This is an optimization exercise on Yosys and OpenROAD, whose aim is small area, not a production implementation. Where RTL was checked, it was by simulation tests only, not by an equivalence proof against the original. No functional check of the RTL was part of runs 3 to 5. Power figures rest on the tool's default switching activity, not on a simulated workload.

**design/flow/design.v**
```verilog
`timescale 1ns / 1ps
module calc(clk, rst, validIn, dataIn, dataOut);
input clk, rst, validIn;
input  [15:0] dataIn;
output [15:0] dataOut;
reg [1:0] state;
reg [15:0] num1;
reg [15:0] dataOut;
wire inA = ~state[1] & ~state[0];
wire inB = state[0];
wire inC = state[1];
wire opAdd = dataOut[0];
wire isOp  = (dataIn[15:2] == 14'd0);
wire selSq  = inB & ~dataIn[0];
wire selMul = inC & ~opAdd;
wire [15:0] mb;
assign mb[0] = (selSq & num1[0]) | (selMul & dataIn[0]) | (inC & opAdd) | (inB & dataIn[0]);
assign mb[15:1] = ({15{selSq}} & num1[15:1]) | ({15{selMul}} & dataIn[15:1]);
wire injHi = inC & opAdd;
wire injLo = inB | (inC & opAdd);
wire [15:0] prodN;
    wire pp_0_0 = ~(num1[0] & mb[0]);
    wire pp_1_0 = ~(num1[1] & mb[0]);
    wire pp_2_0 = ~(num1[2] & mb[0]);
    wire pp_3_0 = ~(num1[3] & mb[0]);
    wire pp_4_0 = ~(num1[4] & mb[0]);
    wire pp_5_0 = ~(num1[5] & mb[0]);
    wire pp_6_0 = ~(num1[6] & mb[0]);
    wire pp_7_0 = ~(num1[7] & mb[0]);
    wire pp_8_0 = ~(num1[8] & mb[0]);
    wire pp_9_0 = ~(num1[9] & mb[0]);
    wire pp_10_0 = ~(num1[10] & mb[0]);
    wire pp_11_0 = ~(num1[11] & mb[0]);
    wire pp_12_0 = ~(num1[12] & mb[0]);
    wire pp_13_0 = ~(num1[13] & mb[0]);
    wire pp_14_0 = ~(num1[14] & mb[0]);
    wire pp_15_0 = ~(num1[15] & mb[0]);
    wire pp_0_1 = ~((num1[0] & mb[1]) | (dataIn[1] & injHi));
    wire pp_1_1 = ~((num1[1] & mb[1]) | (dataIn[2] & injHi));
    wire pp_2_1 = ~((num1[2] & mb[1]) | (dataIn[3] & injHi));
    wire pp_3_1 = ~((num1[3] & mb[1]) | (dataIn[4] & injHi));
    wire pp_4_1 = ~((num1[4] & mb[1]) | (dataIn[5] & injHi));
    wire pp_5_1 = ~((num1[5] & mb[1]) | (dataIn[6] & injHi));
    wire pp_6_1 = ~((num1[6] & mb[1]) | (dataIn[7] & injHi));
    wire pp_7_1 = ~((num1[7] & mb[1]) | (dataIn[8] & injHi));
    wire pp_8_1 = ~((num1[8] & mb[1]) | (dataIn[9] & injHi));
    wire pp_9_1 = ~((num1[9] & mb[1]) | (dataIn[10] & injHi));
    wire pp_10_1 = ~((num1[10] & mb[1]) | (dataIn[11] & injHi));
    wire pp_11_1 = ~((num1[11] & mb[1]) | (dataIn[12] & injHi));
    wire pp_12_1 = ~((num1[12] & mb[1]) | (dataIn[13] & injHi));
    wire pp_13_1 = ~((num1[13] & mb[1]) | (dataIn[14] & injHi));
    wire pp_14_1 = ~((num1[14] & mb[1]) | (dataIn[15] & injHi));
    wire pp_0_2 = ~(num1[0] & mb[2]);
    wire pp_1_2 = ~(num1[1] & mb[2]);
    wire pp_2_2 = ~(num1[2] & mb[2]);
    wire pp_3_2 = ~(num1[3] & mb[2]);
    wire pp_4_2 = ~(num1[4] & mb[2]);
    wire pp_5_2 = ~(num1[5] & mb[2]);
    wire pp_6_2 = ~(num1[6] & mb[2]);
    wire pp_7_2 = ~(num1[7] & mb[2]);
    wire pp_8_2 = ~(num1[8] & mb[2]);
    wire pp_9_2 = ~(num1[9] & mb[2]);
    wire pp_10_2 = ~(num1[10] & mb[2]);
    wire pp_11_2 = ~(num1[11] & mb[2]);
    wire pp_12_2 = ~(num1[12] & mb[2]);
    wire pp_13_2 = ~(num1[13] & mb[2]);
    wire pp_0_3 = ~(num1[0] & mb[3]);
    wire pp_1_3 = ~(num1[1] & mb[3]);
    wire pp_2_3 = ~(num1[2] & mb[3]);
    wire pp_3_3 = ~(num1[3] & mb[3]);
    wire pp_4_3 = ~(num1[4] & mb[3]);
    wire pp_5_3 = ~(num1[5] & mb[3]);
    wire pp_6_3 = ~(num1[6] & mb[3]);
    wire pp_7_3 = ~(num1[7] & mb[3]);
    wire pp_8_3 = ~(num1[8] & mb[3]);
    wire pp_9_3 = ~(num1[9] & mb[3]);
    wire pp_10_3 = ~(num1[10] & mb[3]);
    wire pp_11_3 = ~(num1[11] & mb[3]);
    wire pp_12_3 = ~(num1[12] & mb[3]);
    wire pp_0_4 = ~(num1[0] & mb[4]);
    wire pp_1_4 = ~(num1[1] & mb[4]);
    wire pp_2_4 = ~(num1[2] & mb[4]);
    wire pp_3_4 = ~(num1[3] & mb[4]);
    wire pp_4_4 = ~(num1[4] & mb[4]);
    wire pp_5_4 = ~(num1[5] & mb[4]);
    wire pp_6_4 = ~(num1[6] & mb[4]);
    wire pp_7_4 = ~(num1[7] & mb[4]);
    wire pp_8_4 = ~(num1[8] & mb[4]);
    wire pp_9_4 = ~(num1[9] & mb[4]);
    wire pp_10_4 = ~(num1[10] & mb[4]);
    wire pp_11_4 = ~(num1[11] & mb[4]);
    wire pp_0_5 = ~(num1[0] & mb[5]);
    wire pp_1_5 = ~(num1[1] & mb[5]);
    wire pp_2_5 = ~(num1[2] & mb[5]);
    wire pp_3_5 = ~(num1[3] & mb[5]);
    wire pp_4_5 = ~(num1[4] & mb[5]);
    wire pp_5_5 = ~(num1[5] & mb[5]);
    wire pp_6_5 = ~(num1[6] & mb[5]);
    wire pp_7_5 = ~(num1[7] & mb[5]);
    wire pp_8_5 = ~(num1[8] & mb[5]);
    wire pp_9_5 = ~(num1[9] & mb[5]);
    wire pp_10_5 = ~(num1[10] & mb[5]);
    wire pp_0_6 = ~(num1[0] & mb[6]);
    wire pp_1_6 = ~(num1[1] & mb[6]);
    wire pp_2_6 = ~(num1[2] & mb[6]);
    wire pp_3_6 = ~(num1[3] & mb[6]);
    wire pp_4_6 = ~(num1[4] & mb[6]);
    wire pp_5_6 = ~(num1[5] & mb[6]);
    wire pp_6_6 = ~(num1[6] & mb[6]);
    wire pp_7_6 = ~(num1[7] & mb[6]);
    wire pp_8_6 = ~(num1[8] & mb[6]);
    wire pp_9_6 = ~(num1[9] & mb[6]);
    wire pp_0_7 = ~(num1[0] & mb[7]);
    wire pp_1_7 = ~(num1[1] & mb[7]);
    wire pp_2_7 = ~(num1[2] & mb[7]);
    wire pp_3_7 = ~(num1[3] & mb[7]);
    wire pp_4_7 = ~(num1[4] & mb[7]);
    wire pp_5_7 = ~(num1[5] & mb[7]);
    wire pp_6_7 = ~(num1[6] & mb[7]);
    wire pp_7_7 = ~(num1[7] & mb[7]);
    wire pp_8_7 = ~(num1[8] & mb[7]);
    wire pp_0_8 = ~(num1[0] & mb[8]);
    wire pp_1_8 = ~(num1[1] & mb[8]);
    wire pp_2_8 = ~(num1[2] & mb[8]);
    wire pp_3_8 = ~(num1[3] & mb[8]);
    wire pp_4_8 = ~(num1[4] & mb[8]);
    wire pp_5_8 = ~(num1[5] & mb[8]);
    wire pp_6_8 = ~(num1[6] & mb[8]);
    wire pp_7_8 = ~(num1[7] & mb[8]);
    wire pp_0_9 = ~(num1[0] & mb[9]);
    wire pp_1_9 = ~(num1[1] & mb[9]);
    wire pp_2_9 = ~(num1[2] & mb[9]);
    wire pp_3_9 = ~(num1[3] & mb[9]);
    wire pp_4_9 = ~(num1[4] & mb[9]);
    wire pp_5_9 = ~(num1[5] & mb[9]);
    wire pp_6_9 = ~(num1[6] & mb[9]);
    wire pp_0_10 = ~(num1[0] & mb[10]);
    wire pp_1_10 = ~(num1[1] & mb[10]);
    wire pp_2_10 = ~(num1[2] & mb[10]);
    wire pp_3_10 = ~(num1[3] & mb[10]);
    wire pp_4_10 = ~(num1[4] & mb[10]);
    wire pp_5_10 = ~(num1[5] & mb[10]);
    wire pp_0_11 = ~(num1[0] & mb[11]);
    wire pp_1_11 = ~(num1[1] & mb[11]);
    wire pp_2_11 = ~(num1[2] & mb[11]);
    wire pp_3_11 = ~(num1[3] & mb[11]);
    wire pp_4_11 = ~(num1[4] & mb[11]);
    wire pp_0_12 = ~(num1[0] & mb[12]);
    wire pp_1_12 = ~(num1[1] & mb[12]);
    wire pp_2_12 = ~(num1[2] & mb[12]);
    wire pp_3_12 = ~(num1[3] & mb[12]);
    wire pp_0_13 = ~(num1[0] & mb[13]);
    wire pp_1_13 = ~(num1[1] & mb[13]);
    wire pp_2_13 = ~(num1[2] & mb[13]);
    wire pp_0_14 = ~(num1[0] & mb[14]);
    wire pp_1_14 = ~(num1[1] & mb[14]);
    wire pp_0_15 = ~(num1[0] & mb[15]);
    wire pp_inj0 = ~(dataIn[0] & injLo);
    wire s1;
    xn2 u_s1 (.a(pp_2_0), .b(pp_1_1), .y(s1));
    wire c2 = pp_2_0 | pp_1_1;
    wire s3, c4;
    fa u_s3 (.a(pp_3_0), .b(pp_2_1), .c(pp_1_2), .s(s3), .co(c4));
    wire s5;
    xn2 u_s5 (.a(pp_0_3), .b(c2), .y(s5));
    wire c6 = pp_0_3 | c2;
    wire s7, c8;
    fa u_s7 (.a(pp_4_0), .b(pp_3_1), .c(pp_2_2), .s(s7), .co(c8));
    wire s9, c10;
    fa u_s9 (.a(pp_1_3), .b(pp_0_4), .c(c6), .s(s9), .co(c10));
    wire s11;
    xn2 u_s11 (.a(c4), .b(s7), .y(s11));
    wire c12 = c4 | s7;
    wire s13, c14;
    fa u_s13 (.a(pp_5_0), .b(pp_4_1), .c(pp_3_2), .s(s13), .co(c14));
    wire s15, c16;
    fa u_s15 (.a(pp_2_3), .b(pp_1_4), .c(pp_0_5), .s(s15), .co(c16));
    wire s17, c18;
    fa u_s17 (.a(c8), .b(s13), .c(s15), .s(s17), .co(c18));
    wire s19;
    xn2 u_s19 (.a(c12), .b(c10), .y(s19));
    wire c20 = c12 | c10;
    wire s21, c22;
    fa u_s21 (.a(pp_6_0), .b(pp_5_1), .c(pp_4_2), .s(s21), .co(c22));
    wire s23, c24;
    fa u_s23 (.a(pp_3_3), .b(pp_2_4), .c(pp_1_5), .s(s23), .co(c24));
    wire s25, c26;
    fa u_s25 (.a(pp_0_6), .b(c14), .c(c16), .s(s25), .co(c26));
    wire s27, c28;
    fa u_s27 (.a(s21), .b(s23), .c(c18), .s(s27), .co(c28));
    wire s29;
    xn2 u_s29 (.a(s25), .b(c20), .y(s29));
    wire c30 = s25 | c20;
    wire s31, c32;
    fa u_s31 (.a(pp_7_0), .b(pp_6_1), .c(pp_5_2), .s(s31), .co(c32));
    wire s33, c34;
    fa u_s33 (.a(pp_4_3), .b(pp_3_4), .c(pp_2_5), .s(s33), .co(c34));
    wire s35, c36;
    fa u_s35 (.a(pp_1_6), .b(pp_0_7), .c(c22), .s(s35), .co(c36));
    wire s37, c38;
    fa u_s37 (.a(c24), .b(s31), .c(s33), .s(s37), .co(c38));
    wire s39, c40;
    fa u_s39 (.a(c26), .b(s35), .c(s37), .s(s39), .co(c40));
    wire s41;
    xn2 u_s41 (.a(c30), .b(c28), .y(s41));
    wire c42 = c30 | c28;
    wire s43, c44;
    fa u_s43 (.a(pp_8_0), .b(pp_7_1), .c(pp_6_2), .s(s43), .co(c44));
    wire s45, c46;
    fa u_s45 (.a(pp_5_3), .b(pp_4_4), .c(pp_3_5), .s(s45), .co(c46));
    wire s47, c48;
    fa u_s47 (.a(pp_2_6), .b(pp_1_7), .c(pp_0_8), .s(s47), .co(c48));
    wire s49, c50;
    fa u_s49 (.a(c32), .b(c34), .c(s43), .s(s49), .co(c50));
    wire s51, c52;
    fa u_s51 (.a(s45), .b(s47), .c(c36), .s(s51), .co(c52));
    wire s53, c54;
    fa u_s53 (.a(c38), .b(s49), .c(s51), .s(s53), .co(c54));
    wire s55;
    xn2 u_s55 (.a(c40), .b(c42), .y(s55));
    wire c56 = c40 | c42;
    wire s57, c58;
    fa u_s57 (.a(pp_9_0), .b(pp_8_1), .c(pp_7_2), .s(s57), .co(c58));
    wire s59, c60;
    fa u_s59 (.a(pp_6_3), .b(pp_5_4), .c(pp_4_5), .s(s59), .co(c60));
    wire s61, c62;
    fa u_s61 (.a(pp_3_6), .b(pp_2_7), .c(pp_1_8), .s(s61), .co(c62));
    wire s63, c64;
    fa u_s63 (.a(pp_0_9), .b(c44), .c(c46), .s(s63), .co(c64));
    wire s65, c66;
    fa u_s65 (.a(c48), .b(s57), .c(s59), .s(s65), .co(c66));
    wire s67, c68;
    fa u_s67 (.a(s61), .b(c50), .c(s63), .s(s67), .co(c68));
    wire s69, c70;
    fa u_s69 (.a(s65), .b(c52), .c(s67), .s(s69), .co(c70));
    wire s71;
    xn2 u_s71 (.a(c54), .b(c56), .y(s71));
    wire c72 = c54 | c56;
    wire s73, c74;
    fa u_s73 (.a(pp_10_0), .b(pp_9_1), .c(pp_8_2), .s(s73), .co(c74));
    wire s75, c76;
    fa u_s75 (.a(pp_7_3), .b(pp_6_4), .c(pp_5_5), .s(s75), .co(c76));
    wire s77, c78;
    fa u_s77 (.a(pp_4_6), .b(pp_3_7), .c(pp_2_8), .s(s77), .co(c78));
    wire s79, c80;
    fa u_s79 (.a(pp_1_9), .b(pp_0_10), .c(c58), .s(s79), .co(c80));
    wire s81, c82;
    fa u_s81 (.a(c60), .b(c62), .c(s73), .s(s81), .co(c82));
    wire s83, c84;
    fa u_s83 (.a(s75), .b(s77), .c(c64), .s(s83), .co(c84));
    wire s85, c86;
    fa u_s85 (.a(c66), .b(s79), .c(s81), .s(s85), .co(c86));
    wire s87, c88;
    fa u_s87 (.a(c68), .b(s83), .c(s85), .s(s87), .co(c88));
    wire s89;
    xn2 u_s89 (.a(c70), .b(c72), .y(s89));
    wire c90 = c70 | c72;
    wire s91, c92;
    fa u_s91 (.a(pp_11_0), .b(pp_10_1), .c(pp_9_2), .s(s91), .co(c92));
    wire s93, c94;
    fa u_s93 (.a(pp_8_3), .b(pp_7_4), .c(pp_6_5), .s(s93), .co(c94));
    wire s95, c96;
    fa u_s95 (.a(pp_5_6), .b(pp_4_7), .c(pp_3_8), .s(s95), .co(c96));
    wire s97, c98;
    fa u_s97 (.a(pp_2_9), .b(pp_1_10), .c(pp_0_11), .s(s97), .co(c98));
    wire s99, c100;
    fa u_s99 (.a(c74), .b(c76), .c(c78), .s(s99), .co(c100));
    wire s101, c102;
    fa u_s101 (.a(s91), .b(s93), .c(s95), .s(s101), .co(c102));
    wire s103, c104;
    fa u_s103 (.a(s97), .b(c80), .c(c82), .s(s103), .co(c104));
    wire s105, c106;
    fa u_s105 (.a(s99), .b(s101), .c(c84), .s(s105), .co(c106));
    wire s107, c108;
    fa u_s107 (.a(c86), .b(s103), .c(s105), .s(s107), .co(c108));
    wire s109;
    xn2 u_s109 (.a(c88), .b(c90), .y(s109));
    wire c110 = c88 | c90;
    wire s111, c112;
    fa u_s111 (.a(pp_12_0), .b(pp_11_1), .c(pp_10_2), .s(s111), .co(c112));
    wire s113, c114;
    fa u_s113 (.a(pp_9_3), .b(pp_8_4), .c(pp_7_5), .s(s113), .co(c114));
    wire s115, c116;
    fa u_s115 (.a(pp_6_6), .b(pp_5_7), .c(pp_4_8), .s(s115), .co(c116));
    wire s117, c118;
    fa u_s117 (.a(pp_3_9), .b(pp_2_10), .c(pp_1_11), .s(s117), .co(c118));
    wire s119, c120;
    fa u_s119 (.a(pp_0_12), .b(c92), .c(c94), .s(s119), .co(c120));
    wire s121, c122;
    fa u_s121 (.a(c96), .b(c98), .c(s111), .s(s121), .co(c122));
    wire s123, c124;
    fa u_s123 (.a(s113), .b(s115), .c(s117), .s(s123), .co(c124));
    wire s125, c126;
    fa u_s125 (.a(c100), .b(c102), .c(s119), .s(s125), .co(c126));
    wire s127, c128;
    fa u_s127 (.a(s121), .b(s123), .c(c104), .s(s127), .co(c128));
    wire s129, c130;
    fa u_s129 (.a(s125), .b(c106), .c(s127), .s(s129), .co(c130));
    wire s131;
    xn2 u_s131 (.a(c108), .b(s129), .y(s131));
    wire c132 = c108 | s129;
    wire s133, c134;
    fa u_s133 (.a(pp_13_0), .b(pp_12_1), .c(pp_11_2), .s(s133), .co(c134));
    wire s135, c136;
    fa u_s135 (.a(pp_10_3), .b(pp_9_4), .c(pp_8_5), .s(s135), .co(c136));
    wire s137, c138;
    fa u_s137 (.a(pp_7_6), .b(pp_6_7), .c(pp_5_8), .s(s137), .co(c138));
    wire s139, c140;
    fa u_s139 (.a(pp_4_9), .b(pp_3_10), .c(pp_2_11), .s(s139), .co(c140));
    wire s141, c142;
    fa u_s141 (.a(pp_1_12), .b(pp_0_13), .c(c112), .s(s141), .co(c142));
    wire s143, c144;
    fa u_s143 (.a(c114), .b(c116), .c(c118), .s(s143), .co(c144));
    wire s145, c146;
    fa u_s145 (.a(s133), .b(s135), .c(s137), .s(s145), .co(c146));
    wire s147, c148;
    fa u_s147 (.a(s139), .b(c120), .c(c122), .s(s147), .co(c148));
    wire s149, c150;
    fa u_s149 (.a(c124), .b(s141), .c(s143), .s(s149), .co(c150));
    wire s151, c152;
    fa u_s151 (.a(s145), .b(c126), .c(s147), .s(s151), .co(c152));
    wire s153, c154;
    fa u_s153 (.a(s149), .b(c128), .c(s151), .s(s153), .co(c154));
    wire s155;
    xn2 u_s155 (.a(c130), .b(s153), .y(s155));
    wire c156 = c130 | s153;
    wire s157, c158;
    fa u_s157 (.a(pp_14_0), .b(pp_13_1), .c(pp_12_2), .s(s157), .co(c158));
    wire s159, c160;
    fa u_s159 (.a(pp_11_3), .b(pp_10_4), .c(pp_9_5), .s(s159), .co(c160));
    wire s161, c162;
    fa u_s161 (.a(pp_8_6), .b(pp_7_7), .c(pp_6_8), .s(s161), .co(c162));
    wire s163, c164;
    fa u_s163 (.a(pp_5_9), .b(pp_4_10), .c(pp_3_11), .s(s163), .co(c164));
    wire s165, c166;
    fa u_s165 (.a(pp_2_12), .b(pp_1_13), .c(pp_0_14), .s(s165), .co(c166));
    wire s167, c168;
    fa u_s167 (.a(c134), .b(c136), .c(c138), .s(s167), .co(c168));
    wire s169, c170;
    fa u_s169 (.a(c140), .b(s157), .c(s159), .s(s169), .co(c170));
    wire s171, c172;
    fa u_s171 (.a(s161), .b(s163), .c(s165), .s(s171), .co(c172));
    wire s173, c174;
    fa u_s173 (.a(c142), .b(c144), .c(c146), .s(s173), .co(c174));
    wire s175, c176;
    fa u_s175 (.a(s167), .b(s169), .c(s171), .s(s175), .co(c176));
    wire s177, c178;
    fa u_s177 (.a(c148), .b(c150), .c(s173), .s(s177), .co(c178));
    wire s179, c180;
    fa u_s179 (.a(s175), .b(c152), .c(s177), .s(s179), .co(c180));
    wire s181;
    xn2 u_s181 (.a(c154), .b(s179), .y(s181));
    wire c182 = c154 | s179;
    wire t183;
    xn2 u_t183 (.a(pp_15_0), .b(pp_14_1), .y(t183));
    wire s184;
    xn2 u_s184 (.a(t183), .b(pp_13_2), .y(s184));
    wire t185;
    xn2 u_t185 (.a(pp_12_3), .b(pp_11_4), .y(t185));
    wire s186;
    xn2 u_s186 (.a(t185), .b(pp_10_5), .y(s186));
    wire t187;
    xn2 u_t187 (.a(pp_9_6), .b(pp_8_7), .y(t187));
    wire s188;
    xn2 u_s188 (.a(t187), .b(pp_7_8), .y(s188));
    wire t189;
    xn2 u_t189 (.a(pp_6_9), .b(pp_5_10), .y(t189));
    wire s190;
    xn2 u_s190 (.a(t189), .b(pp_4_11), .y(s190));
    wire t191;
    xn2 u_t191 (.a(pp_3_12), .b(pp_2_13), .y(t191));
    wire s192;
    xn2 u_s192 (.a(t191), .b(pp_1_14), .y(s192));
    wire t193;
    xn2 u_t193 (.a(pp_0_15), .b(s184), .y(t193));
    wire s194;
    xn2 u_s194 (.a(t193), .b(s186), .y(s194));
    wire t195;
    xn2 u_t195 (.a(s188), .b(s190), .y(t195));
    wire s196;
    xn2 u_s196 (.a(t195), .b(s192), .y(s196));
    wire t197;
    xn2 u_t197 (.a(c158), .b(c160), .y(t197));
    wire s198;
    xn2 u_s198 (.a(t197), .b(c162), .y(s198));
    wire t199;
    xn2 u_t199 (.a(c164), .b(c166), .y(t199));
    wire s200;
    xn2 u_s200 (.a(t199), .b(s194), .y(s200));
    wire t201;
    xn2 u_t201 (.a(s196), .b(s198), .y(t201));
    wire s202;
    xn2 u_s202 (.a(t201), .b(c168), .y(s202));
    wire t203;
    xn2 u_t203 (.a(c170), .b(c172), .y(t203));
    wire s204;
    xn2 u_s204 (.a(t203), .b(s200), .y(s204));
    wire t205;
    xn2 u_t205 (.a(s202), .b(c174), .y(t205));
    wire s206;
    xn2 u_s206 (.a(t205), .b(s204), .y(s206));
    wire t207;
    xn2 u_t207 (.a(c176), .b(s206), .y(t207));
    wire s208;
    xn2 u_s208 (.a(t207), .b(c178), .y(s208));
    wire t209;
    xn2 u_t209 (.a(s208), .b(c180), .y(t209));
    wire s210;
    xn2 u_s210 (.a(t209), .b(c182), .y(s210));
    wire s211;
    xn2 u_s211 (.a(pp_0_0), .b(pp_inj0), .y(s211));
    wire c212 = pp_0_0 | pp_inj0;
    wire s213, c214;
    fa u_s213 (.a(pp_1_0), .b(pp_0_1), .c(c212), .s(s213), .co(c214));
    wire s215, c216;
    fa u_s215 (.a(pp_0_2), .b(s1), .c(c214), .s(s215), .co(c216));
    wire s217, c218;
    fa u_s217 (.a(s5), .b(s3), .c(c216), .s(s217), .co(c218));
    wire s219, c220;
    fa u_s219 (.a(s11), .b(s9), .c(c218), .s(s219), .co(c220));
    wire s221, c222;
    fa u_s221 (.a(s19), .b(s17), .c(c220), .s(s221), .co(c222));
    wire s223, c224;
    fa u_s223 (.a(s29), .b(s27), .c(c222), .s(s223), .co(c224));
    wire s225, c226;
    fa u_s225 (.a(s41), .b(s39), .c(c224), .s(s225), .co(c226));
    wire s227, c228;
    fa u_s227 (.a(s55), .b(s53), .c(c226), .s(s227), .co(c228));
    wire s229, c230;
    fa u_s229 (.a(s71), .b(s69), .c(c228), .s(s229), .co(c230));
    wire s231, c232;
    fa u_s231 (.a(s87), .b(s89), .c(c230), .s(s231), .co(c232));
    wire s233, c234;
    fa u_s233 (.a(s107), .b(s109), .c(c232), .s(s233), .co(c234));
    wire s235, c236;
    fa u_s235 (.a(c110), .b(s131), .c(c234), .s(s235), .co(c236));
    wire s237, c238;
    fa u_s237 (.a(c132), .b(s155), .c(c236), .s(s237), .co(c238));
    wire s239, c240;
    fa u_s239 (.a(c156), .b(s181), .c(c238), .s(s239), .co(c240));
    wire s241;
    xn2 u_s241 (.a(s210), .b(c240), .y(s241));
    assign prodN = {s241, s239, s237, s235, s233, s231, s229, s227, s225, s223, s221, s219, s217, s215, s213, s211};
wire selRes = inC | (inB & isOp & dataIn[1]);
wire [1:0] stn = inB ? (isOp ? (dataIn[1] ? 2'b00 : 2'b10) : 2'b01) : (inC ? 2'b00 : 2'b01);
wire ld    = validIn & ~rst;
wire sResN = ~(ld & selRes);
wire sIn   = ld & ~selRes;
wire sOld  = ~validIn & ~rst;
wire [15:0] dNext;
genvar gi;
generate for (gi = 0; gi < 16; gi = gi + 1) begin : g_out
    omux u_omux (.pn(prodN[gi]), .x(dataIn[gi]), .q(dataOut[gi]),
                 .s1n(sResN), .s2(sIn), .s3(sOld), .d(dNext[gi]));
end endgenerate
always @(posedge clk) begin
    if (inA) num1 <= dataIn;
    if (rst)
        state <= 2'b00;
    else if (validIn)
        state <= stn;
    dataOut <= dNext;
end
endmodule
module fa(input a, input b, input c, output s, output co);
assign s = a ^ b ^ c;
assign co = (a & b) | (a & c) | (b & c);
endmodule
module xn2(input a, input b, output y);
assign y = ~(a ^ b);
endmodule
module omux(input pn, input x, input q, input s1n, input s2, input s3, output d);
assign d = ~((s1n | pn) & ~((x & s2) | (q & s3)));
endmodule
```
**design/flow/config.mk**
```make
export PLATFORM = sky130hd
export DESIGN_NAME = calc
export DESIGN_NICKNAME = calc
export VERILOG_FILES = /design/flow/design.v
export SDC_FILE = /design/flow/constraint.sdc
export NUM_CORES = 4
export LEC_CHECK = 0
export CAP_MARGIN = 0
export CORE_MARGIN = 2
export CORE_UTILIZATION = 40
export CTS_BUF_LIST = sky130_fd_sc_hd__clkbuf_8
export SLEW_MARGIN = 0
export SYNTH_HIERARCHICAL = 1
```
**design/flow/flow/run.sh**
```bash
#!/bin/bash
# Layout flow: the standard layout (standard.sh) with these changes:
# - the port buffers that global placement puts on every input and output
#   port are made from the smallest buffer cell (the resizer still upsizes
#   any that needs more drive);
# - clock tree synthesis adds no dummy loads (they only balance the leaf
#   buffers' loads and take area);
# - the resizer may not use the large plain buffers (buf_4 and up) when it
#   splits high-fanout nets, so it uses the smaller ones.
# Every tool's output goes to standard.log here, and ORFS's own logs.
export BUFFER_PORTS_ARGS="-buffer_cell sky130_fd_sc_hd__buf_1"
export CTS_ARGS="-sink_clustering_enable -repair_clock_nets -buf_list sky130_fd_sc_hd__clkbuf_8 -dont_use_dummy_load"
export DONT_USE_CELLS="sky130_fd_sc_hd__buf_4 sky130_fd_sc_hd__buf_6 sky130_fd_sc_hd__buf_8 sky130_fd_sc_hd__buf_12 sky130_fd_sc_hd__buf_16"
bash standard.sh finish > standard.log 2>&1
```
**design/flow/standard.sh**
```bash
#!/bin/bash
# synth_recipe.tcl (not shown) runs the flow's synth.tcl, then flattens the netlist and writes it again
# the make line also repeats each setting of config.mk as NAME=value (left out here)
make -C /OpenROAD-flow-scripts/flow DESIGN_CONFIG=/design/flow/config.mk WORK_HOME=/design/flow/orfs CLKGATE_MAP_FILE= SYNTH_SCRIPT=/design/flow/synth_recipe.tcl "${@:-finish}"
```
**design/flow/constraint.sdc**
```tcl
create_clock -name core_clock -period 8.0 [get_ports {clk}]
set_input_delay 1.6000 -clock core_clock [delete_from_list [all_inputs] [get_ports {clk}]]
set_output_delay 1.6000 -clock core_clock [all_outputs]
set_load 0.01 [all_outputs]
```
==> flow_summary.json, run 1 <==
{
  "clock.fmax_mhz": 129,
  "ys_warn_count": 7,
  "drc": 0,
  "hpwlAfterDp_mm": 9.16,
  "fin_ws_ns": 0.262,
  "start_util_pct": 40.6,
  "top_level_ports": 35,
  "cp_cell_sequence": "buf_1 > nor2b_1 > a22o_1 > buf_4 > a22oi_1 > fa_1 > fa_1 > fa_1 > fa_1 > fa_1 > fa_1 > fa_1 > fa_1 > fa_1 > fa_1 > fa_1 > fa_1 > fa_1 > xnor2_1 > o21ai_1",
  "synth_fp_nets": 535,
  "drive_above_1_share_pct": 9.33,
  "port_buffers": 34,
  "synth_top_family_by_area": "adder cells",
  "syn_area_per_cell_um2": 10.2,
  "floorplan.core_area_um2": 10700,
  "routedWlPerCell_um": 19.5,
  "drt_iter0_markers": 308,
  "fp.dieH_um": 108,
  "r2r-start": "state[1]",
  "grt_max_degree": 18,
  "period_minus_slack_ns": 7.74,
  "ys.flop_type": "dfxtp_1",
  "crit_top_cell": "fa_1",
  "wirelength_mm": 11.7,
  "cp-end-kind": "flip-flop",
  "grt_pass1_vias": 3617,
  "synth-seq-area-share_pct": 19.3,
  "cts_made_buffers": 5,
  "vdd_ir_drop_max_mv": 0.0577,
  "grt_antenna_before_repair": 0,
  "cp.arrival_ns": 7.88,
  "clk_latency_ns": 0.30,
  "synthMuxAreaShare_pct": 0,
  "cts_buffer_depth": 2,
  "min_from": "dataOut[4]",
  "critPathSlowestCell": "fa_1",
  "syn_area_um2": 4350,
  "async_reset_ff_share_pct": 0,
  "crit_start": "dataIn[0]",
  "p_leak_uw": 0.00115,
  "htree_levels": 2,
  "hold_viol": 0,
  "worstPathRequired_ns": 8.14,
  "crit_fanout": 6,
  "slowest_delay_ns": 0.48,
  "final_util_pct": 45.0,
  "finalSetupViolCount": 0,
  "cts_resized": 0,
  "placed_area_um2": 4740,
  "clock-sinks": 34,
  "ctsHoldBuffers": 0,
  "final_max_slew_viol_count": 0,
  "path_class": "in -> reg",
  "period_share_pct": 96.7,
  "fin_worst_skew_ns": 0.0259,
  "synth-compound-area-share_pct": 11.9,
  "rows": 38,
  "synthDistinctLibCells": 37,
  "synthSimpleGateAreaFrac_pct": 14.7,
  "powerDensity_nw_per_um2": 116,
  "cts_root_buf": "clkbuf_8",
  "syn2layout_area_growth_pct": 10.7,
  "num_antenna_cells": 0,
  "drv_cap": 0,
  "tightestPinTransition_ns": 0.785,
  "cts_setup_buffers": 0,
  "syn_inst": 424,
  "status": "timing/DRC/antenna clean",
  "synth_fa_ha_area_share_pct": 42.4,
  "place_ws_ns": -0.0755,
  "dieArea_um2": 11700,
  "final_area_um2": 4810,
  "hp-class": "reg -> reg",
  "synth_xor_area_share_pct": 8.67,
  "rsz0062_at_grt": "no",
  "die_x_um": 108,
  "nets": 574,
  "grt_use_total_pct": 21.8,
  "overflow": 0,
  "antenna_left": 0,
  "tns_ns": 0,
  "grt_pass1_wl_mm": 19.3,
  "synth_edf_count": 16,
  "cts.clk_slew.worst_paths_ns": 0.06,
  "cts_tree": "built",
  "hold-worst-slack_ns": 0.495,
  "gp_congestion": 0.840,
  "post_drt_via_cell_ratio": 5.58,
  "routed-via-count": 3353,
  "synth_seq_cells": 34,
  "start_kind": "primary input",
  "dr.pass1.iters": 5,
  "relSlewSlack_pct": 47.7
}
[worst max-delay path, delay by kind of cell]
family	cells	cell delay [ns]
fa+ha+maj	13	5.19
compound gates	3	0.50
buf+inv	2	0.33
xor+xnor	1	0.16
simple gates	1	0.09
[kinds of logic after synthesis]
| kind of cell | count (synthesis) |
|---|---|
| XOR/XNOR | 43 |
| flip-flops | 34 |
| buffers and inverters | 32 |
| AND/OR/NAND/NOR | 150 |
| adder cells (fa/ha/maj) | 92 |
| AO/OA/AOI/OAI | 73 |
[area by class of cell]
cell class / count / area [um^2]
Tap cell: 140 / 175
Timing Repair Buffer: 60 / 323
Fill cell: 1045 / 5890
Multi-Input combinational cell: 358 / 3390
Sequential cell: 34 / 841
Clock buffer: 5 / 68.8
Inverter: 4 / 15.0
[synthesized netlist by cell type (all sizes together) (3+ instances only)]
cell      n  area, um^2
nor2      4        15.0
dfxtp    18         360
nand2   121         454
o21ai    18        90.1
edfxtp   16         480
a22o     15         131
or3       3        25.0
fa       92        1840
a22oi    30         225
clkbuf   22        82.6
inv       4        15.0
or2       6        37.5
nor3      3        15.0
xnor2    43         377
buf       6        28.8
[power breakdown]
part           internal, uW  switching (uW)  leakage (uW)
clock                  56.0            57.6     0.0000359
sequential              195            21.4      0.000309
combinational           102             126      0.000807
total                   353             205       0.00115
[modules after synthesis (local to each module, per instance)]
module | cell area, um^2 | times used | cells inside
omux | 12.5 | 16 | 2
xn2 | 8.76 | 43 | 1
fa | 20.0 | 92 | 1
calc | 1930 | 1 | 257
[metrics by stage]
stage,power (uW),instances
5_1_grt,596,601
2_1_floorplan,375,424
3_3_place_gp,445,596
3_5_place_dp,448,596
4_1_cts,560,601
6_report,558,601
[metal layers]
metal,vias to the layer above,part of all wire [%],global-route usage (%)
li1,1481,-,-
met1,1703,43,29.9
met2,143,49,35.9
met3,26,5.7,3.50
met4,0,2.5,6.41
met5,-,0,0
[registers in the layout (all words and copies together) (netlist names)]
| signal | cells |
|---|---|
| dataOut | 16 |
| num1 | 16 |
| state | 2 |
[placed cells by master, fill, tap and decap left out, types with 2 or more instances in the layout]
cell / synthesis / routed
a21oi_1: 2 / 2
inv_1: 4 / 4
dfxtp_1: 18 / 18
nor2b_1: 2 / 2
buf_4: 1 / 26
nand2_1: 121 / 121
nor3_1: 3 / 3
a22oi_1: 30 / 30
xnor2_1: 43 / 43
o21a_1: 2 / 2
clkbuf_8: 0 / 5
o21ai_1: 16 / 16
nand2b_1: 2 / 2
edfxtp_1: 16 / 16
or2_2: 6 / 6
buf_1: 3 / 34
and2_1: 2 / 2
fa_1: 92 / 91
nor2_1: 4 / 4
nor4_1: 2 / 2
a22o_1: 15 / 15
o21ai_0: 2 / 2
[path summary, 6_finish.rpt]
| path | end | slack, ns | depth (start not counted) |
|---|---|---|---|
| worst max-delay path | dataOut[15] | 0.26 | 20 |
| worst min register to register | dataOut[4] | 0.50 | 2 |
| worst max register to register | dataOut[15] | 0.90 | 20 |
| worst min-delay path | dataOut[4] | 0.50 | 2 |
==> run 2, diff against run 1 <==
==> design/flow/flow/run.sh (replaced) <==
#!/bin/bash
# Layout flow: the standard layout (standard.sh) with these changes:
# - the port buffers that global placement puts on every input and output
#   port are made from the smallest buffer cell (the resizer still upsizes
#   any that needs more drive);
# - clock tree synthesis uses clkbuf_4 below a clkbuf_8 root and adds no
#   dummy loads (they only balance the leaf buffers' loads and take area).
# Every tool's output goes to standard.log here, and ORFS's own logs.
export BUFFER_PORTS_ARGS="-buffer_cell sky130_fd_sc_hd__buf_1"
export CTS_ARGS="-sink_clustering_enable -repair_clock_nets -buf_list sky130_fd_sc_hd__clkbuf_4 -root_buf sky130_fd_sc_hd__clkbuf_8 -dont_use_dummy_load"
bash standard.sh finish > standard.log 2>&1
--- a/design/flow/config.mk
+++ b/design/flow/config.mk
@@ -10,3 +10,3 @@
 export CORE_UTILIZATION = 40
-export CTS_BUF_LIST = sky130_fd_sc_hd__clkbuf_8
+export CTS_BUF_LIST = sky130_fd_sc_hd__clkbuf_4
 export SLEW_MARGIN = 0
==> run 2 against run 1 <==
Global-route usage stayed put. Critical path type unchanged. Area after synthesis did not move. Via count unchanged. Clock power is essentially flat. Synthesized cell count stayed put. Largest cell class unchanged. Final cell count did not move. Die area stayed put. Flip-flop and latch count unchanged. Maximum frequency unchanged. Still clean.
==> flow_summary.json, run 2 <==
{
  "routedWlPerCell_um": 19.5,
  "placed_area_um2": 4740,
  "yosysTopAreaCell": "fa_1",
  "post_synth_main_area_contributors": "fa_1 42%, edfxtp_1 11%, nand2_1 10%",
  "cts_made_buffers": 5,
  "htree_levels": 2,
  "finalSetupViolCount": 0,
  "final_max_slew_viol_count": 0,
  "final_area_um2": 4810,
  "path_class": "in -> reg",
  "vdd_ir_drop_max_mv": 0.0577,
  "worst-r2r-setup-slack_ns": 0.90,
  "nets": 574,
  "synth_seq_cells": 34,
  "ys_warn_count": 7,
  "p_leak_uw": 0.00115,
  "floorplan.core_area_um2": 10700,
  "synthDistinctLibCells": 37,
  "syn_area_um2": 4350,
  "crit_fanout": 6,
  "endpoint": "dataOut[15]",
  "drt_iter0_markers": 308,
  "gp_congestion": 0.840,
  "clock.fmax_mhz": 129,
  "clock-sinks": 34,
  "synth_edf_count": 16,
  "final_cell_mix": "121 x nand2_1, 91 x fa_1, 43 x xnor2_1, 34 x buf_1, 30 x a22oi_1",
  "drv_cap": 0,
  "r2r_end": "dataOut[15]",
  "relSlewSlack_pct": 47.7,
  "hold_viol": 0,
  "overflow": 0,
  "layout_commonest_cell": "nand2_1",
  "grt_use_total_pct": 21.8,
  "hpwlAfterDp_mm": 9.16,
  "rows": 38,
  "final_cell_count_no_fill": 601,
  "fp.dieH_um": 108,
  "yosysTopAreaCellShare_pct": 42.4,
  "cts_setup_buffers": 0,
  "grt_pass1_vias": 3617,
  "num-fill-cells": 1045,
  "period_share_pct": 96.7,
  "yosys-top-cells-count": "121 x nand2_1, 92 x fa_1, 43 x xnor2_1, 30 x a22oi_1, 22 x clkbuf_1",
  "cts_tree": "built",
  "powerDensity_nw_per_um2": 116,
  "grt_antenna_before_repair": 0,
  "top_level_ports": 35,
  "final_util_pct": 45.0,
  "status": "timing/DRC/antenna clean",
  "wirelength_mm": 11.7,
  "syn_inst": 424,
  "start_util_pct": 40.6,
  "hp-class": "reg -> reg",
  "drc": 0,
  "routed-via-count": 3353,
  "cp-end-kind": "flip-flop",
  "grt_max_degree": 18,
  "cts_root_buf": "clkbuf_8",
  "syn2layout_area_growth_pct": 10.7,
  "cp.arrival_ns": 7.88,
  "grt_pass1_wl_mm": 19.3,
  "reg2regPathDepth": 20,
  "total_power_uw": 558,
  "cts.clk_slew.worst_paths_ns": 0.06,
  "dp_cells": 596,
  "ctsHoldBuffers": 0,
  "r2r-start": "state[1]",
  "die_x_um": 108,
  "dieArea_um2": 11700,
  "period_minus_slack_ns": 7.74,
  "port_buffers": 34,
  "num_antenna_cells": 0,
  "synth-seq-area-share_pct": 19.3,
  "dr.pass1.iters": 5,
  "tns_ns": 0,
  "crit_start": "dataIn[0]",
  "synth.most_common_cell": "nand2_1",
  "worstPathRequired_ns": 8.14,
  "reg_top3": "dataOut x16, num1 x16, state x2",
  "drive_above_1_share_pct": 9.33,
  "clk_latency_ns": 0.30,
  "ys.flop_type": "dfxtp_1",
  "cts_resized": 0,
  "min_path_cells": 2,
  "syn_area_per_cell_um2": 10.2,
  "rsz0062_at_grt": "no",
  "synth_fp_nets": 535,
  "post_drt_via_cell_ratio": 5.58,
  "cts_buffer_depth": 2,
  "start_kind": "primary input",
  "async_reset_ff_share_pct": 0,
  "antenna_left": 0,
  "tightestPinTransition_ns": 0.785,
  "fin_worst_skew_ns": 0.0259
}
run 2: critical path, stage by stage:
cell     delay, ns
buf_1         0.18
nor2b_1       0.09
a22o_1        0.23
buf_4         0.15
a22oi_1       0.19
fa_1          0.48
fa_1          0.43
fa_1          0.39
fa_1          0.40
fa_1          0.40
fa_1          0.39
fa_1          0.39
fa_1          0.38
fa_1          0.38
fa_1          0.38
fa_1          0.38
fa_1          0.40
fa_1          0.39
xnor2_1       0.16
o21ai_1       0.08
run 2: through the flow:
step | setup WS [ns] | hold slack (ns)
3_3_place_gp | 0.00375 | 0.483
3_5_place_dp | -0.0755 | 0.491
2_1_floorplan | 0.0201 | 0.533
4_1_cts | 0.225 | 0.504
5_1_grt | 0.0193 | 0.532
6_report | 0.262 | 0.495
run 2: worst min-delay path by stage:
stage	from	end	slack, ns
finish	dataOut[4]	dataOut[4]	0.50
global route	dataOut[4]	dataOut[4]	0.53
CTS	dataOut[4]	dataOut[4]	0.50
detailed placement	dataOut[3]	dataOut[3]	0.49
global placement	dataOut[3]	dataOut[3]	0.48
floorplan	state[0]	state[0]	0.53
run 2: power by group:
part	internal (uW)	leakage [uW]	switching (uW)
clock	56.0	0.0000359	57.6
sequential	195	0.000309	21.4
combinational	102	0.000807	126
total	353	0.00115	205
run 2: per-module statistics from Yosys, one instance, submodules excluded:
module	cells inside	cell area (um^2)	flip-flops and latches
fa	1	20.0	0
omux	2	12.5	0
xn2	1	8.76	0
calc	257	1930	34
run 2: layout make-up:
class / instances / area, um^2 / share of cell area [%]
well taps: 140 / 175 / 3.64
multi-input cells: 358 / 3390 / 70.4
flip-flops and latches: 34 / 841 / 17.5
repair buffers: 60 / 323 / 6.71
inverters: 4 / 15.0 / 0.312
clock buffers: 5 / 68.8 / 1.43
run 2: routing by layer:
metal	global-route usage [%]	wire (um)	up-vias
li1	-	-	1481
met1	29.9	5050	1703
met2	35.9	5690	143
met3	3.50	669	26
met4	6.41	296	0
met5	0	0	-
run 2: cell families after synthesis:
group | Yosys count | share of synthesized area [%]
AO/OA/AOI/OAI | 73 | 11.9
AND/OR/NAND/NOR | 150 | 14.7
adder cells (fa/ha/maj) | 92 | 42.4
flip-flops | 34 | 19.3
XOR/XNOR | 43 | 8.67
buffers and inverters | 32 | 2.91
==> run 3, diff against run 2 <==
--- a/design/flow/design.v
+++ b/design/flow/design.v
@@ -434,4 +434,5 @@
     fa u_s233 (.a(s107), .b(s109), .c(c232), .s(s233), .co(c234));
-    wire s235, c236;
-    fa u_s235 (.a(c110), .b(s131), .c(c234), .s(s235), .co(c236));
+    wire s235;
+    xn2 u_s235 (.a(c110), .b(s131), .y(s235));
+    wire c236 = c110 | s131;
     wire s237, c238;
@@ -442,3 +443,15 @@
     xn2 u_s241 (.a(s210), .b(c240), .y(s241));
-    assign prodN = {s241, s239, s237, s235, s233, s231, s229, s227, s225, s223, s221, s219, s217, s215, s213, s211};
+    wire s242 = c110 ^ s131;
+    wire c243 = c110 & s131;
+    wire s244, c245;
+    fa u_s244 (.a(c132), .b(s155), .c(c243), .s(s244), .co(c245));
+    wire s246, c247;
+    fa u_s246 (.a(c156), .b(s181), .c(c245), .s(s246), .co(c247));
+    wire s248;
+    xn2 u_s248 (.a(s210), .b(c247), .y(s248));
+    wire m249 = c234 ? s235 : s242;
+    wire m250 = c234 ? s237 : s244;
+    wire m251 = c234 ? s239 : s246;
+    wire m252 = c234 ? s241 : s248;
+    assign prodN = {m252, m251, m250, m249, s233, s231, s229, s227, s225, s223, s221, s219, s217, s215, s213, s211};
 wire selRes = inC | (inB & isOp & dataIn[1]);
==> design/flow/flow/run.sh (replaced) <==
#!/bin/bash
# Layout flow: the standard layout (standard.sh) with two changes:
# - the port buffers that global placement puts on every input and output
#   port are made from the smallest buffer cell (the resizer still upsizes
#   any that needs more drive);
# - clock tree synthesis adds no dummy loads (they only balance the leaf
#   buffers' loads and take area).
# Every tool's output goes to standard.log here, and ORFS's own logs.
export BUFFER_PORTS_ARGS="-buffer_cell sky130_fd_sc_hd__buf_1"
export CTS_ARGS="-sink_clustering_enable -repair_clock_nets -buf_list sky130_fd_sc_hd__clkbuf_8 -dont_use_dummy_load"
bash standard.sh finish > standard.log 2>&1
--- a/design/flow/config.mk
+++ b/design/flow/config.mk
@@ -10,3 +10,3 @@
 export CORE_UTILIZATION = 40
-export CTS_BUF_LIST = sky130_fd_sc_hd__clkbuf_4
+export CTS_BUF_LIST = sky130_fd_sc_hd__clkbuf_8
 export SLEW_MARGIN = 0
==> run 3 against run 2 <==
Sequential power about the same. Clock skew increased by 0.0017 ns. Critical path type unchanged. Still clean. Via count increased by 1.4%. Power increased by 5.6%.
==> flow_summary.json, run 3 <==
{
  "routed-via-count": 3401,
  "period_minus_slack_ns": 6.93,
  "top_level_ports": 35,
  "synthMuxAreaShare_pct": 1.01,
  "start_util_pct": 41.0,
  "syn_area_um2": 4470,
  "synth_edf_count": 16,
  "yosysTopAreaCellShare_pct": 41.7,
  "synth_fa_ha_area_share_pct": 42.2,
  "clockPowerShare_pct": 19.3,
  "dr.pass1.iters": 5,
  "cts_resized": 0,
  "die_x_um": 110,
  "hold-worst-slack_ns": 0.498,
  "port_buffers": 34,
  "vdd_ir_drop_max_mv": 0.0744,
  "synth-compound-area-share_pct": 11.6,
  "nets": 574,
  "gp_congestion": 0.835,
  "powerDensity_nw_per_um2": 122,
  "syn2layout_area_growth_pct": 7.82,
  "drive_above_1_share_pct": 6.77,
  "final_cell_count_no_fill": 598,
  "worstPathRequired_ns": 8.23,
  "fp.dieH_um": 110,
  "drt_iter0_markers": 332,
  "crit_fanout": 8,
  "grt_pass1_vias": 3595,
  "tightestPinTransition_ns": 1.22,
  "drc": 0,
  "final_cell_mix": "121 x nand2_1, 93 x fa_1, 45 x xnor2_1, 34 x buf_1, 30 x a22oi_1",
  "fin_worst_skew_ns": 0.0276,
  "dieArea_um2": 12000,
  "drv_cap": 0,
  "htree_levels": 2,
  "fin_ws_ns": 1.07,
  "p_seq_share_pct": 36.7,
  "cts_made_buffers": 5,
  "grt_pass1_wl_mm": 19.1,
  "async_reset_ff_share_pct": 0,
  "tns_ns": 0,
  "ctsHoldBuffers": 0,
  "dp_cells": 593,
  "cts_tree": "built",
  "reg_top3": "dataOut x16, num1 x16, state x2",
  "grt_antenna_before_repair": 0,
  "cts.clk_slew.worst_paths_ns": 0.09,
  "routedWlPerCell_um": 19.6,
  "syn_inst": 436,
  "final_max_slew_viol_count": 0,
  "final_util_pct": 44.2,
  "synth_xor_area_share_pct": 8.82,
  "hold_viol": 0,
  "synthSimpleGateAreaFrac_pct": 14.5,
  "rsz0062_at_grt": "no",
  "num-fill-cells": 1049,
  "internal-power_uw": 370,
  "p_sw_uw": 219,
  "antenna_left": 0,
  "finalSetupViolCount": 0,
  "synth_top_family_by_area": "adder cells",
  "start_kind": "primary input",
  "cts_buffer_depth": 2,
  "post_drt_via_cell_ratio": 5.69,
  "path_class": "in -> reg",
  "clk_latency_ns": 0.30,
  "clock.fmax_mhz": 144,
  "rows": 38,
  "yosys-top-cells-count": "121 x nand2_1, 93 x fa_1, 45 x xnor2_1, 30 x a22oi_1, 22 x clkbuf_1",
  "wirelength_mm": 11.7,
  "yosysTopAreaCell": "fa_1",
  "p_sw_share_pct": 37.2,
  "grt_max_degree": 18,
  "synth.most_common_cell": "nand2_1",
  "grt_use_total_pct": 21.1,
  "ys_warn_count": 7,
  "synth_seq_cells": 34,
  "clock-sinks": 34,
  "hp-class": "reg -> reg",
  "relSlewSlack_pct": 18.2,
  "place_ws_ns": 0.735,
  "layout_commonest_cell": "nand2_1",
  "p_leak_uw": 0.00112,
  "syn_area_per_cell_um2": 10.2,
  "combPwrFrac_pct": 44.0,
  "status": "timing/DRC/antenna clean",
  "floorplan.core_area_um2": 10900,
  "period_share_pct": 86.6,
  "cp.arrival_ns": 7.16,
  "hpwlAfterDp_mm": 8.95,
  "num_antenna_cells": 0,
  "ys.flop_type": "dfxtp_1",
  "cts_setup_buffers": 0,
  "cts_root_buf": "clkbuf_8",
  "synth_fp_nets": 550,
  "cp-end-kind": "flip-flop",
  "post_synth_main_area_contributors": "fa_1 42%, edfxtp_1 11%, nand2_1 10%",
  "overflow": 0,
  "synth-seq-area-share_pct": 18.8,
  "synthDistinctLibCells": 39
}
## run 3: cell count changes after synthesis
cell,before,now
fa_1,92,93
inv_1,4,6
nor4_1,2,3
xnor2_1,43,45
ha_1,0,2
mux2_2,0,4
## run 3: path summary, 6_finish.rpt
check,from,end,slack (ns),cells after the start
max,dataIn[1],dataOut[15],1.07,16
min,dataOut[6],dataOut[6],0.50,2
max reg2reg,state[1],dataOut[15],1.63,16
min reg2reg,dataOut[6],dataOut[6],0.50,2
## run 3: metrics by stage
| stage | cell area [um^2] | total power, uW |
|---|---|---|
| final | 4820 | 589 |
| after global routing | 4820 | 631 |
| after CTS | 4820 | 596 |
| after detailed placement | 4750 | 480 |
| after global placement | 4750 | 478 |
| after floorplan | 4470 | 410 |
## run 3: per-module statistics from Yosys (local to each module, per instance)
module	cell area [um^2]	times used	cells
omux	12.5	16	2
xn2	8.76	45	1
fa	20.0	93	1
calc	2010	1	266
## run 3: cell type report
cell class | count | area, um^2 | share of cell area (%)
Clock buffer | 5 | 68.8 | 1.43
Inverter | 6 | 22.5 | 0.468
Multi-Input combinational cell | 368 | 3500 | 72.6
Sequential cell | 34 | 841 | 17.5
Tap cell | 140 | 175 | 3.64
Timing Repair Buffer | 45 | 210 | 4.36
## run 3: routing by layer
layer | up-vias | GRT usage (%) | routed length [um]
li1 | 1494 | - | -
met1 | 1738 | 29.2 | 4960
met2 | 150 | 35.1 | 5760
met3 | 19 | 2.90 | 777
met4 | 0 | 4.97 | 195
met5 | - | 0 | 0
## run 3: logic make-up after synthesis
kind of cell / after synthesis
mux: 4
compound gates: 73
flops: 34
buf+inv: 34
fa+ha+maj: 95
xor+xnor: 45
simple gates: 151
## run 3: power by group through the flow
| stage | registers, uW | logic (uW) | clock network, uW |
|---|---|---|---|
| floorplan | 206 | 204 | 0 |
| global placement | 219 | 258 | 0 |
| detailed placement | 219 | 262 | 0 |
| CTS | 216 | 263 | 117 |
| global route | 218 | 293 | 120 |
| finish | 216 | 259 | 114 |
## run 3: worst max-delay path: stages
cell and delay (ns):
buf_1 0.31, a22o_1 0.24, a22oi_1 0.09, fa_1 0.44, fa_1 0.39, fa_1 0.40
fa_1 0.40, fa_1 0.39, fa_1 0.39, fa_1 0.39, fa_1 0.38, fa_1 0.38
fa_1 0.39, fa_1 0.50, mux2_2 0.32, o21ai_1 0.13
==> run 4, diff against run 3 <==
--- a/design/flow/config.mk
+++ b/design/flow/config.mk
@@ -11,2 +11,3 @@
 export CTS_BUF_LIST = sky130_fd_sc_hd__clkbuf_8
+export GPL_TIMING_DRIVEN = 0
 export SLEW_MARGIN = 0
==> run 4 against run 3 <==
Global-route usage shrank 0.77 points. Design area grew 0.96%. Register-to-register slack lost 0.46 ns. Sequential power shrank 6%. Sequential share of layout area shrank 0.17 points. Area after synthesis is the same. Combinational power grew 8.9%. Count of clock-buffer cells in the layout is the same. Synthesized cell count is the same.
==> flow_summary.json, run 4 <==
{
  "period_share_pct": 97.4,
  "htree_levels": 2,
  "routedWlPerCell_um": 18.5,
  "cts_resized": 0,
  "layout_commonest_cell": "nand2_1",
  "post_synth_main_area_contributors": "fa_1 42%, edfxtp_1 11%, nand2_1 10%",
  "wirelength_mm": 11.4,
  "cts_root_buf": "clkbuf_8",
  "ys.flop_type": "dfxtp_1",
  "reg_top3": "dataOut x16, num1 x16, state x2",
  "ys_warn_count": 7,
  "crit_fanout": 10,
  "dr.pass1.iters": 4,
  "place_ws_ns": -0.147,
  "post_drt_via_cell_ratio": 5.51,
  "syn_area_um2": 4470,
  "tightestPinTransition_ns": 1.17,
  "synth_seq_cells": 34,
  "r2r_end": "dataOut[12]",
  "hold_viol": 0,
  "drv_cap": 0,
  "finalSetupViolCount": 0,
  "hp-class": "reg -> reg",
  "dieArea_um2": 12000,
  "clock-sinks": 34,
  "synth_fp_nets": 550,
  "clock.fmax_mhz": 128,
  "ctsHoldBuffers": 0,
  "gp_congestion": 0.880,
  "placed_area_um2": 4790,
  "syn_inst": 436,
  "grt_pass1_wl_mm": 18.5,
  "r2r-start": "num1[0]",
  "cts_setup_buffers": 0,
  "nets": 592,
  "syn2layout_area_growth_pct": 8.85,
  "p_leak_uw": 0.00112,
  "final_area_um2": 4860,
  "powerDensity_nw_per_um2": 124,
  "grt_pass1_vias": 3555,
  "vdd_ir_drop_max_mv": 0.0738,
  "synthDistinctLibCells": 39,
  "reg2regPathDepth": 19,
  "cts_tree": "built",
  "synth-seq-area-share_pct": 18.8,
  "grt_use_total_pct": 20.3,
  "min_path_cells": 2,
  "path_class": "in -> reg",
  "rsz0062_at_grt": "no",
  "fp.dieH_um": 110,
  "antenna_left": 0,
  "num-fill-cells": 1064,
  "yosysTopAreaCell": "fa_1",
  "top_level_ports": 35,
  "drive_above_1_share_pct": 5.67,
  "grt_antenna_before_repair": 0,
  "synth.most_common_cell": "nand2_1",
  "floorplan.core_area_um2": 10900,
  "clk_latency_ns": 0.29,
  "drc": 0,
  "yosys-top-cells-count": "121 x nand2_1, 93 x fa_1, 45 x xnor2_1, 30 x a22oi_1, 22 x clkbuf_1",
  "final_cell_mix": "121 x nand2_1, 93 x fa_1, 45 x xnor2_1, 37 x buf_1, 30 x a22oi_1",
  "rows": 38,
  "status": "timing/DRC/antenna clean",
  "die_x_um": 110,
  "hpwlAfterDp_mm": 9.17,
  "worst-r2r-setup-slack_ns": 1.17,
  "period_minus_slack_ns": 7.79,
  "cp-end-kind": "flip-flop",
  "worstPathRequired_ns": 8.22,
  "routed-via-count": 3393,
  "cts_buffer_depth": 2,
  "cts.clk_slew.worst_paths_ns": 0.08,
  "grt_max_degree": 17,
  "port_buffers": 34,
  "relSlewSlack_pct": 21.5,
  "yosysTopAreaCellShare_pct": 41.7,
  "total_power_uw": 603,
  "final_max_slew_viol_count": 0,
  "overflow": 0,
  "min_from": "dataOut[5]",
  "cp.arrival_ns": 8.01,
  "drt_iter0_markers": 247,
  "fin_worst_skew_ns": 0.0187,
  "num_antenna_cells": 0,
  "synth_edf_count": 16,
  "fin_ws_ns": 0.209,
  "cts_made_buffers": 5,
  "start_kind": "primary input",
  "holdPathEnd": "dataOut[5]",
  "syn_area_per_cell_um2": 10.2,
  "start_util_pct": 41.0,
  "async_reset_ff_share_pct": 0
}
==> run 4: cell types whose count changed in the layout (fill, tap and decap cells not counted), sizes merged <==
cell,previous run,this run
clkbuf,5,27
buf,45,41
==> run 4: kinds of logic after synthesis <==
logic type | share of synthesized area, %
simple gates | 14.5
fa+ha+maj | 42.2
compound gates | 11.6
xor+xnor | 8.82
buf+inv | 3.00
flops | 18.8
mux | 1.01
==> run 4: Yosys stat by module (local to each module, per instance) <==
module | area [um^2] | flops+latches
calc | 2010 | 34
fa | 20.0 | 0
omux | 12.5 | 0
xn2 | 8.76 | 0
==> run 4: routing by layer <==
layer,GRT usage (%),share of wire [%],up-vias,wire length (um)
met3,1.96,5.6,14,637
met1,29.3,44,1731,5020
met5,0,0,-,0
li1,-,-,1532,-
met4,4.79,1.5,0,170
met2,33.2,49,116,5590
==> run 4: critical path, cell delays in order <==
cell and delay [ns]:
buf_1 0.19, o21a_1 0.17, nand2b_1 0.10, clkbuf_1 0.31, clkbuf_1 0.45, nand2_1 0.17, fa_1 0.48, fa_1 0.40
fa_1 0.40, fa_1 0.40, fa_1 0.40, fa_1 0.40, fa_1 0.39, fa_1 0.39, fa_1 0.39, fa_1 0.40
fa_1 0.46, mux2_2 0.35, o21ai_1 0.13
==> run 4: through the flow <==
step | hold slack, ns | TNS (ns) | utilization [%] | cells
after detailed placement | 0.487 | -0.550 | 44.0 | 611
after global placement | 0.481 | -0.131 | 43.8 | 610
after floorplan | 0.533 | 0 | - | 436
after CTS | 0.502 | 0 | 44.6 | 616
after global routing | 0.534 | 0 | 44.7 | 616
final | 0.493 | 0 | 44.7 | 616
==> run 4: area by class of cell <==
cell class                 instances  area [um^2]  share of cell area, %
buffer                            28          113                   2.32
clock buffer                       5         68.8                   1.42
inverter                           6         22.5                  0.463
multi-input combinational        368         3510                   72.1
sequential                        34          841                   17.3
tap                              140          175                   3.60
timing repair buffer              35          135                   2.78
==> run 4: power breakdown <==
part | internal [uW] | total, uW | leakage, uW | switching (uW)
clock network | 56.2 | 118 | 0.0000359 | 61.4
logic | 119 | 282 | 0.000777 | 164
registers | 194 | 203 | 0.000309 | 8.39
total | 369 | 603 | 0.00112 | 234
==> run 4: how the worst max path moves through the flow <==
stage,slack [ns],depth (start not counted),from,end
4_1_cts,0.16,19,dataIn[0],dataOut[12]
3_5_place_dp,-0.15,19,dataIn[0],dataOut[12]
6_report,0.21,19,dataIn[0],dataOut[12]
5_1_grt,0.02,19,dataIn[0],dataOut[13]
3_3_place_gp,-0.03,19,dataIn[0],dataOut[15]
2_1_floorplan,0.74,18,dataIn[0],dataOut[12]
==> run 5, diff against run 4 <==
--- a/design/flow/design.v
+++ b/design/flow/design.v
@@ -434,7 +434,7 @@
     fa u_s233 (.a(s107), .b(s109), .c(c232), .s(s233), .co(c234));
-    wire s235;
-    xn2 u_s235 (.a(c110), .b(s131), .y(s235));
-    wire c236 = c110 | s131;
-    wire s237, c238;
-    fa u_s237 (.a(c132), .b(s155), .c(c236), .s(s237), .co(c238));
+    wire s235, c236;
+    fa u_s235 (.a(c110), .b(s131), .c(c234), .s(s235), .co(c236));
+    wire s237;
+    xn2 u_s237 (.a(c132), .b(s155), .y(s237));
+    wire c238 = c132 | s155;
     wire s239, c240;
@@ -443,15 +443,12 @@
     xn2 u_s241 (.a(s210), .b(c240), .y(s241));
-    wire s242 = c110 ^ s131;
-    wire c243 = c110 & s131;
+    wire s242 = c132 ^ s155;
+    wire c243 = c132 & s155;
     wire s244, c245;
-    fa u_s244 (.a(c132), .b(s155), .c(c243), .s(s244), .co(c245));
-    wire s246, c247;
-    fa u_s246 (.a(c156), .b(s181), .c(c245), .s(s246), .co(c247));
-    wire s248;
-    xn2 u_s248 (.a(s210), .b(c247), .y(s248));
-    wire m249 = c234 ? s235 : s242;
-    wire m250 = c234 ? s237 : s244;
-    wire m251 = c234 ? s239 : s246;
-    wire m252 = c234 ? s241 : s248;
-    assign prodN = {m252, m251, m250, m249, s233, s231, s229, s227, s225, s223, s221, s219, s217, s215, s213, s211};
+    fa u_s244 (.a(c156), .b(s181), .c(c243), .s(s244), .co(c245));
+    wire s246;
+    xn2 u_s246 (.a(s210), .b(c245), .y(s246));
+    wire m247 = c236 ? s237 : s242;
+    wire m248 = c236 ? s239 : s244;
+    wire m249 = c236 ? s241 : s246;
+    assign prodN = {m249, m248, m247, s235, s233, s231, s229, s227, s225, s223, s221, s219, s217, s215, s213, s211};
 wire selRes = inC | (inB & isOp & dataIn[1]);
--- a/design/flow/config.mk
+++ b/design/flow/config.mk
@@ -11,3 +11,2 @@
 export CTS_BUF_LIST = sky130_fd_sc_hd__clkbuf_8
-export GPL_TIMING_DRIVEN = 0
 export SLEW_MARGIN = 0
==> run 5 against run 4 <==
Power fell by 2.3%. Global-route usage is 1.4 points higher. Non-clock buffer count down 16. Register-to-register slack improved by 0.11 ns. Area after synthesis fell by 0.76%. Via count is 0.35% higher. Critical path depth decreased by 1. Sequential power increased by 5%. Clock skew increased by 0.00089 ns. Critical path type unchanged. Critical endpoint is now dataOut[14]. Largest cell class unchanged. Largest power group unchanged. Highest routed layer unchanged.
==> flow_summary.json, run 5 <==
{
  "antenna_left": 0,
  "synth.most_common_cell": "nand2_1",
  "grt_max_degree": 18,
  "layout_commonest_cell": "nand2_1",
  "yosysTopAreaCell": "fa_1",
  "drt_iter0_markers": 370,
  "dieArea_um2": 11900,
  "synth_xor_area_share_pct": 8.89,
  "synthSimpleGateAreaFrac_pct": 14.5,
  "syn2layout_area_growth_pct": 8.21,
  "tightestPinTransition_ns": 1.20,
  "final_cell_count_no_fill": 598,
  "tns_ns": 0,
  "routedWlPerCell_um": 19.9,
  "gp_congestion": 0.847,
  "cts_buffer_depth": 2,
  "clock-sinks": 34,
  "rows": 38,
  "drc": 0,
  "synthMuxAreaShare_pct": 0.762,
  "grtUsageMet1_pct": 30.0,
  "cts_made_buffers": 5,
  "path_class": "in -> reg",
  "hp-class": "reg -> reg",
  "final_cell_mix": "121 x nand2_1, 92 x fa_1, 45 x xnor2_1, 34 x buf_1, 30 x a22oi_1",
  "ys.flop_type": "dfxtp_1",
  "yosysTopAreaCellShare_pct": 41.5,
  "hold-worst-slack_ns": 0.498,
  "wirelength_mm": 11.9,
  "finalSetupViolCount": 0,
  "floorplan.core_area_um2": 10800,
  "yosys-top-cells-count": "121 x nand2_1, 92 x fa_1, 45 x xnor2_1, 30 x a22oi_1, 22 x clkbuf_1",
  "use_met3_pct": 2.39,
  "rsz0062_at_grt": "no",
  "start_util_pct": 40.9,
  "drive_above_1_share_pct": 6.99,
  "grt_pass1_vias": 3443,
  "crit_fanout": 15,
  "overflow": 0,
  "fin_worst_skew_ns": 0.0195,
  "cts_setup_buffers": 0,
  "ctsHoldBuffers": 0,
  "top_level_ports": 35,
  "cts_resized": 0,
  "dp_cells": 593,
  "min_path_cells": 2,
  "use_met2_pct": 36.6,
  "routed-via-count": 3405,
  "synthDistinctLibCells": 39,
  "drv_cap": 0,
  "status": "timing/DRC/antenna clean",
  "worstPathRequired_ns": 8.22,
  "syn_area_um2": 4430,
  "syn_area_per_cell_um2": 10.2,
  "ys_warn_count": 7,
  "relSlewSlack_pct": 19.7,
  "dr.pass1.iters": 5,
  "clk_latency_ns": 0.29,
  "die_x_um": 109,
  "start_kind": "primary input",
  "p_leak_uw": 0.00113,
  "synth_fa_ha_area_share_pct": 42.1,
  "hold_viol": 0,
  "port_buffers": 34,
  "period_share_pct": 91.4,
  "powerDensity_nw_per_um2": 123,
  "cts.clk_slew.worst_paths_ns": 0.07,
  "post_drt_via_cell_ratio": 5.69,
  "cts_root_buf": "clkbuf_8",
  "hpwlAfterDp_mm": 8.99,
  "synth_seq_cells": 34,
  "post_synth_main_area_contributors": "fa_1 42%, edfxtp_1 11%, nand2_1 10%",
  "final_max_slew_viol_count": 0,
  "num-fill-cells": 1072,
  "cp.arrival_ns": 7.54,
  "nets": 573,
  "synth-seq-area-share_pct": 19.0,
  "synth_fp_nets": 547,
  "cp-end-kind": "flip-flop",
  "reg2regPathDepth": 17,
  "synth_edf_count": 16,
  "syn_inst": 434,
  "grt_use_total_pct": 21.7,
  "clock.fmax_mhz": 137,
  "grt_busiest_layer": "met2",
  "synth-compound-area-share_pct": 11.7,
  "htree_levels": 2,
  "synth_top_family_by_area": "adder cells",
  "period_minus_slack_ns": 7.31,
  "num_antenna_cells": 0,
  "fp.dieH_um": 109,
  "reg_top3": "dataOut x16, num1 x16, state x2",
  "vdd_ir_drop_max_mv": 0.0665,
  "grt_antenna_before_repair": 0,
  "async_reset_ff_share_pct": 0,
  "total_power_uw": 589,
  "grt_pass1_wl_mm": 19.3,
  "cts_tree": "built"
}
run 5: changes by cell type in the layout (fill, tap and decap cells not counted), sizes merged:
cell    before  now
mux2         4    3
fa          93   92
buf         41   47
nor4         3    2
inv          6    7
clkbuf      27    5
run 5: through the flow:
step	utilization, %	setup WS, ns	area, um^2
floorplan	-	0.377	4430
CTS	44.3	0.693	4800
global placement	43.6	0.475	4730
detailed placement	43.6	0.386	4730
finish	44.3	0.689	4800
global route	44.3	0.482	4800
run 5: layout make-up:
type	instances	area [um^2]	share of cell area (%)
Sequential cell	34	841	17.5
Timing Repair Buffer	47	225	4.69
Multi-Input combinational cell	365	3460	72.1
Clock buffer	5	68.8	1.43
Inverter	7	26.3	0.548
Tap cell	140	175	3.65
run 5: metal layers:
| metal | routed length (um) | up-vias |
|---|---|---|
| li1 | - | 1491 |
| met1 | 5030 | 1763 |
| met2 | 5830 | 138 |
| met3 | 793 | 13 |
| met4 | 214 | 0 |
| met5 | 0 | - |
run 5: kinds of logic (layout without fill, tap and decap cells):
family,after synthesis,count (layout)
buffers and inverters,35,59
flip-flops,34,34
AO/OA/AOI/OAI,73,73
adder cells (fa/ha/maj),94,94
AND/OR/NAND/NOR,150,150
XOR/XNOR,45,45
multiplexers,3,3
run 5: final timing paths:
kind,from,to,slack (ns)
worst max register to register,dataOut[0],dataOut[14],1.28
worst min register to register,dataOut[7],dataOut[7],0.50
worst min-delay path,dataOut[7],dataOut[7],0.50
worst max-delay path,dataIn[0],dataOut[14],0.69
run 5: report_power, final:
group | internal, uW | switching [uW]
sequential | 195 | 19.7
combinational | 118 | 143
clock | 56.0 | 58.4
run 5: per-module statistics from Yosys, one instance, submodules excluded:
module	cells	flip-flops and latches	cell area, um^2	copies in the design
calc	265	34	2000	1
fa	1	0	20.0	92
omux	2	0	12.5	16
xn2	1	0	8.76	45
run 5: worst max-delay path: stages:
cell and delay, ns:
buf_1 0.14, nor2b_1 0.18, buf_4 0.22, a22o_1 0.33, nand2_1 0.11, fa_1 0.47, fa_1 0.42, fa_1 0.40
fa_1 0.40, fa_1 0.39, fa_1 0.39, fa_1 0.39, fa_1 0.39, fa_1 0.39, fa_1 0.39, fa_1 0.47
mux2_2 0.31, o21ai_1 0.13

static timing again, ports no longer ideal:
Ports are ideal in the flow. The routed layouts listed here were re-timed in OpenROAD.
Step 1: set_driving_cell puts a clkbuf_16 on clk and a buf_2 on each other input, an assumption about the parent block.
Step 2 adds t to the input delays and takes it off the output delays; t is the mean of the earliest and latest rising clock arrival at the registers after step 1. Input paths then give back, and output paths get back, about the clock's delay inside the block.
Slacks: no drivers / after step 1 / after step 2; pairs: no drivers / after step 1.
run	t, ns	setup slack, ns	worst setup path after step 2	clock arrival spread, ns	slew at the worst register clock pin (ns)
run 1	0.313	0.262 / 0.267 / -0.046	input to register	0.026 / 0.026	0.08 / 0.08
run 2	0.313	0.262 / 0.267 / -0.046	input to register	0.026 / 0.026	0.08 / 0.08
run 3	0.308	1.074 / 1.078 / 0.770	input to register	0.028 / 0.028	0.09 / 0.09
run 4	0.304	0.209 / 0.212 / -0.092	input to register	0.019 / 0.018	0.08 / 0.08
run 5	0.311	0.689 / 0.698 / 0.386	input to register	0.022 / 0.021	0.07 / 0.07
With both steps, setup timing fails in run 1, run 2 and run 4, where it was met with ideal ports.
